Source: an optimization exercise on an open RTL-to-GDS flow (aim: small area and a short achievable clock period). Production flows keep margins and buffers that such runs may drop. Function was not checked in any run shown here: the RTL went through the layout flow alone. Power and IR drop assume default switching activity.

==> flow/design.v (outline; a module is shown in full before it is edited, if it fits) <==
// module SDC_fft: 186 lines
// module rotA16: 317 lines
// module rot8b: 221 lines
module SDC_fft #(
    parameter width = 12
) (
    input clk, rst_n,
    input signed [width-1:0] R, I,
    output signed [width-1:0] R_out, I_out,
    output done
);
  // ...
==> flow/run.sh <==
#!/bin/bash
# synth_recipe.tcl (not shown) runs the flow's synth.tcl, then flattens the netlist and writes it again
# the make line also repeats each setting of config.mk as NAME=value (left out here)
make -C /OpenROAD-flow-scripts/flow DESIGN_CONFIG=/design/flow/config.mk WORK_HOME=/design/flow/orfs CLKGATE_MAP_FILE= SYNTH_SCRIPT=/design/flow/synth_recipe.tcl finish
==> flow/config.mk <==
export PLATFORM = sky130hd
export DESIGN_NAME = SDC_fft
export DESIGN_NICKNAME = SDC_fft
export VERILOG_FILES = /design/flow/design.v
export SDC_FILE = /design/flow/constraint.sdc
export NUM_CORES = 4
export LEC_CHECK = 0
export ABC_CLOCK_PERIOD_IN_PS = 4000
export CAP_MARGIN = 20
export CORE_MARGIN = 2
export CORE_UTILIZATION = 40
export SETUP_SLACK_MARGIN = 5
export SLEW_MARGIN = 20
==> flow/constraint.sdc <==
create_clock -name core_clock -period 10.0 [get_ports {clk}]
set_input_delay 2.0000 -clock core_clock [delete_from_list [all_inputs] [get_ports {clk}]]
set_output_delay 2.0000 -clock core_clock [all_outputs]
set_load 0.01 [all_outputs]
==> metrics.cfg, run 1 <==
[outcome]
status = timing/DRC/antenna clean

[timing]
maxSlewHeadroom_pct = 34.8
hold_viol = 0
tightest_slew_ns = 0.977
skew_ns = 0.0255
min_period_ns = 4.85
rsz0062_at_grt = true

[synthesis]
synth-edff-count = 76
synthSimpleGateAreaFrac_pct = 7.08
yosysTopAreaCellShare_pct = 40.8
muxShareOfSynthArea_pct = 6.87
synth-seq-cells = 838
yosysUniqueCellTypes = 93

[routing]
firstDrtPassIters = 5
drt_wl_total_um = 74200
top_layer = met4
drt_iter0_drc = 1203
dr_total_vias = 22100

[min_path]
hp-start = h3[0][7]
hold_depth = 0

[finish]
layout_common_cells = dfxtp_1, inv_1, ha_1, nor2_1, a21oi_1
layout_commonest_cell = dfxtp_1
finalNetCount = 3648
buffers = 83
fin_area_um2 = 40700
antenna_cells = 0

[setup_path]
end_kind = flop
worstPathMaxFanout = 7
cpPeakStageDelay_ns = 0.49
cp-start-kind = flop
path_buf_inv = 1
critPathTopFamily = adder cells

[placement]
port_buffers = 50

[power]
powerSeq_w = 0.00441
p_sw_share_pct = 30.3

[clock_network]
post_cts_buffers = 0
clockBufferDepth = 3

[floorplan]
die_h_um = 303

==> run 2: changes to the inputs <==
==> flow/flow/run.sh (new file) <==
#!/bin/bash
set -o pipefail
export SETUP_SLACK_MARGIN=5.7
bash standard.sh > standard.log 2>&1
==> flow/standard.sh (new file) <==
#!/bin/bash
# synth_recipe.tcl (not shown) runs the flow's synth.tcl, then flattens the netlist and writes it again
# the make line also repeats each setting of config.mk as NAME=value (left out here)
make -C /OpenROAD-flow-scripts/flow DESIGN_CONFIG=/design/flow/config.mk WORK_HOME=/design/flow/orfs CLKGATE_MAP_FILE= SYNTH_SCRIPT=/design/flow/synth_recipe.tcl "${@:-finish}"
--- a/flow/config.mk
+++ b/flow/config.mk
@@ -7,3 +7,3 @@
 export LEC_CHECK = 0
-export ABC_CLOCK_PERIOD_IN_PS = 4000
+export ABC_CLOCK_PERIOD_IN_PS = 4300
 export CAP_MARGIN = 20
@@ -11,3 +11,2 @@
 export CORE_UTILIZATION = 40
-export SETUP_SLACK_MARGIN = 5
 export SLEW_MARGIN = 20
removed: flow/run.sh
==> metrics.cfg, run 2 <==
[clock_network]
path_clk_slew_ns = 0.07  ; about the same
clk_latency_ns = 0.66  ; was 0.65 ns
root_buffer = clkbuf_16  ; unchanged
clockBufferDepth = 3  ; unchanged
cts.sinks = 838  ; unchanged
numCtsBuffers = 87  ; was 88
h-tree-depth = 3  ; unchanged
cts_tree = yes  ; unchanged
holdBufCountCts = 0  ; unchanged

[timing]
hold_viol = 0  ; unchanged
maxSlewHeadroom_pct = 31.0  ; was 34.8%
setup_viol = 0  ; unchanged
finalCritPeriodShare_pct = 47.2  ; was 48.5%
min_period_ns = 4.72  ; was 4.85 ns
tns_ns = 0  ; unchanged
rsz0062_at_grt = true  ; unchanged
report.final.slew_viol_count = 0  ; unchanged
tightest_slew_ns = 1.03  ; was 0.977 ns
fmax_mhz = 212  ; was 206 MHz
skew_ns = 0.0573  ; was 0.0255 ns

[setup_path]
criticalPathCategory = reg -> reg  ; unchanged
slowest_stage = fa_1  ; unchanged
path_buf_inv = 4  ; was 1
end_kind = flop  ; unchanged
required_ns = 10.55  ; was 10.49 ns
startpoint = xb  ; unchanged
critPathTopFamily = adder cells  ; unchanged
worstPathMaxFanout = 8  ; was 7
cpPeakStageDelay_ns = 0.58  ; was 0.49 ns
cp_cell_sequence = mux2i_4 -> xnor2_2 -> inv_2 -> ha_4 -> inv_2 -> fa_1 -> inv_1 -> fa_1 -> fa_1 -> ha_4 -> a21o_1 -> a21o_1 -> a21o_1 -> a31oi_2 -> o31ai_4 -> buf_4 -> o21a_1 -> o21a_1 -> o31ai_2  ; was mux2i_4 -> xnor2_4 -> fa_2 -> fa_1 -> inv_1 -> fa_1 -> fa_1 -> ha_1 -> a21o_1 -> a21o_1 -> a21o_1 -> a31oi_2 -> o31ai_4 -> o41ai_4 -> xor2_1 -> mux2i_1
r2r-start = xb  ; unchanged
ff2ff_setup_slack_ns = 5.28  ; was 5.15 ns
cp-start-kind = flop  ; unchanged
cp.arrival_ns = 5.28  ; was 5.34 ns

[min_path]
hp-start = b12[1][1]  ; was h3[0][7]
min_path_type = reg -> reg  ; unchanged

[synthesis]
syn_nets = 3603  ; unchanged
syn_area_um2 = 35700  ; unchanged
synth.largest_area_cell = dfxtp_1  ; unchanged
yosysMostFrequentCell = dfxtp_1  ; unchanged
synth_cells = 3214  ; unchanged
yosysUniqueCellTypes = 93  ; unchanged
synth-edff-count = 76  ; unchanged
async_reset_ff_share_pct = 4.30  ; unchanged
synth_common_cells = dfxtp_1, inv_1, ha_1  ; unchanged
synth_seq_area_share_pct = 49.7  ; unchanged
synthFlopType = dfxtp_1  ; unchanged
ys_warn_count = 7  ; unchanged
yosysTopAreaCellShare_pct = 40.8  ; unchanged
syn_area_per_cell_um2 = 11.1  ; unchanged
synth-seq-cells = 838  ; unchanged
ys_top_cells_by_area = dfxtp_1, ha_1, fa_1, edfxtp_1, inv_1  ; unchanged

[power]
p_seq_share_pct = 40.7  ; was 41.4%
switching_power_w = 0.00334  ; was 0.00322 W
p_sw_share_pct = 30.8  ; was 30.3%
p_leak_nw = 18.2  ; was 17.8 nW
ir_worst_vdd_mv = 0.179  ; was 0.181 mV
comb_power_share_pct = 28.7  ; was 26.7%
pwr-share-clk_pct = 30.6  ; was 31.9%
intPower_w = 0.00750  ; was 0.00742 W
p_per_area_nw_per_um2 = 260  ; was 262 nW/um2

[finish]
finalNetCount = 3691  ; was 3648
layout_commonest_cell = dfxtp_1  ; unchanged
final_core_util_pct = 47.2  ; was 46.0%
layout_common_cells = dfxtp_1, inv_1, ha_1, nor2_1, a21oi_1  ; unchanged
drive_above_1_share_pct = 14.4  ; was 10.8%
syn2layout_area_growth_pct = 16.9  ; was 14.0%
antenna_cells = 0  ; unchanged

[floorplan]
die-width_um = 303  ; unchanged
dieArea_um2 = 91600  ; unchanged
rows = 109  ; unchanged
num_io_pins = 51  ; unchanged
initial_utilization_pct = 40.4  ; unchanged
die_h_um = 303  ; unchanged
core_um2 = 88400  ; unchanged

[routing]
drcViolationCount = 0  ; unchanged
via_per_inst = 4.96  ; was 4.91
firstDrtPassIters = 8  ; was 5
dr_total_vias = 22500  ; was 22100
drt_wl_total_um = 76900  ; was 74200 um
antenna_left = 0  ; unchanged
wl_per_cell_um = 16.9  ; was 16.5 um
drt_iter0_drc = 1549  ; was 1203

[global_routing]
grt_overflow = 0  ; unchanged
grt_max_degree = 109  ; was 65
antenna_found_initial = 2  ; unchanged
grt.total_usage_pct = 16.8  ; was 16.4%
grt_pass1_vias = 22500  ; was 22200
grt_pass1_wl_um = 121000  ; was 118000 um

[outcome]
status = timing/DRC/antenna clean  ; unchanged

[placement]
dpl.hpwl_um = 56000  ; was 55600 um
port_buffers = 50  ; unchanged
gp_congestion = 0.930  ; was 0.895

[run]
maxCapViolCount = 0  ; unchanged

==> run 2: cell counts after synthesis <==
Identical to the previous run, type by type.
==> run 2: cells by family (layout without fill, tap and decap cells) <==
kind of cell	Yosys count	after routing	synth area share, %
AOI/OAI and AO/OA	570	570	10.8
buffers and inverters	491	654	5.27
xor gates and xnor gates	192	192	4.74
muxes	218	218	6.87
adders and majority gates	364	364	15.5
and+or+nand+nor	541	541	7.08
DFF	838	838	49.7
==> run 2: power by group through the flow <==
| stage | combinational [W] | sequential, W | clock (W) |
|---|---|---|---|
| 2_1_floorplan | 0.00215 | 0.00440 | 0 |
| 3_3_place_gp | 0.00282 | 0.00447 | 0 |
| 3_5_place_dp | 0.00285 | 0.00449 | 0 |
| 4_1_cts | 0.00290 | 0.00442 | 0.00342 |
| 5_1_grt | 0.00347 | 0.00449 | 0.00356 |
| 6_report | 0.00311 | 0.00441 | 0.00332 |
==> run 2: timing repair <==
| item | in CTS | in global routing |
|---|---|---|
| setup buffers | 23 | 29 |
| resized for setup | 68 | 88 |
| gates cloned | 1 | 3 |
| setup endpoints to repair | 37 | 28 |
| pin swaps | 34 | 40 |
==> run 2: final timing paths <==
path	endpoint	depth (start not counted)
min reg2reg	b12[2][1]	0
min in group asynchronous	s3sel	1
max reg2reg	h2[9]	19
min	b12[2][1]	0
max in group asynchronous	cu[0]	1
max	h2[9]	19
==> run 2: layout make-up <==
type | instances | area, um2
clock buffer | 125 | 2540
clock inverter | 39 | 515
fill | 8079 | 46700
inverter | 363 | 1370
multi-input combinational | 1885 | 16800
sequential | 838 | 17700
tap | 1165 | 1460
timing repair buffer | 127 | 1240
==> run 2: worst register-to-register path, cell delays in order (launching register included) <==
cell and delay (ns):
dfxtp_4 0.48, mux2i_4 0.33, xnor2_2 0.17, inv_2 0.08, ha_4 0.26, inv_2 0.03
fa_1 0.53, inv_1 0.05, fa_1 0.46, fa_1 0.58, ha_4 0.22, a21o_1 0.15
a21o_1 0.15, a21o_1 0.17, a31oi_2 0.17, o31ai_4 0.13, buf_4 0.16, o21a_1 0.18
o21a_1 0.18, o31ai_2 0.17
==> run 2: through the flow <==
| step | setup WS, ns | power (W) | area (um2) | hold slack (ns) | std cells |
|---|---|---|---|---|---|
| final | 5.28 | 0.0108 | 41700 | 0.275 | 4542 |
| after global routing | 5.10 | 0.0115 | 41700 | 0.270 | 4542 |
| after CTS | 5.28 | 0.0107 | 40900 | 0.271 | 4510 |
| after detailed placement | 4.83 | 0.00734 | 37400 | 0.312 | 4322 |
| after global placement | 4.92 | 0.00729 | 37400 | 0.310 | 4322 |
| after floorplan | 5.25 | 0.00655 | 35800 | 0.310 | 3214 |
==> run 2: metal layers <==
layer,global-route usage [%],routed length (um)
met5,0,13
met4,6.64,2940
met3,2.89,3590
met2,29.4,37600
met1,20.5,32700

port drivers added, routing unchanged:
The results above use ideal ports. As a check the final layouts listed here were re-extracted and re-timed, cells and wires unchanged.
Step 1 (the two cells are an assumption about what drives the block):
set clk [get_ports {clk}]
set_driving_cell -lib_cell sky130_fd_sc_hd__clkbuf_16 $clk
set_driving_cell -lib_cell sky130_fd_sc_hd__buf_2 [delete_from_list [all_inputs] $clk]
Step 2 also shifts input and output timing later by t, the mid clock arrival at the registers, as if the neighbouring blocks saw the same clock.
a / b / c = ideal / step 1 / step 2; a / b = the first two.
run	shift t [ns]	setup slack, ns	worst data-port slew with drivers (ns)
run 1	0.697	5.154 / 5.154 / 5.154	0.04
run 2	0.695	5.276 / 5.276 / 5.276	0.04
After both steps setup and hold are still met in every run listed.
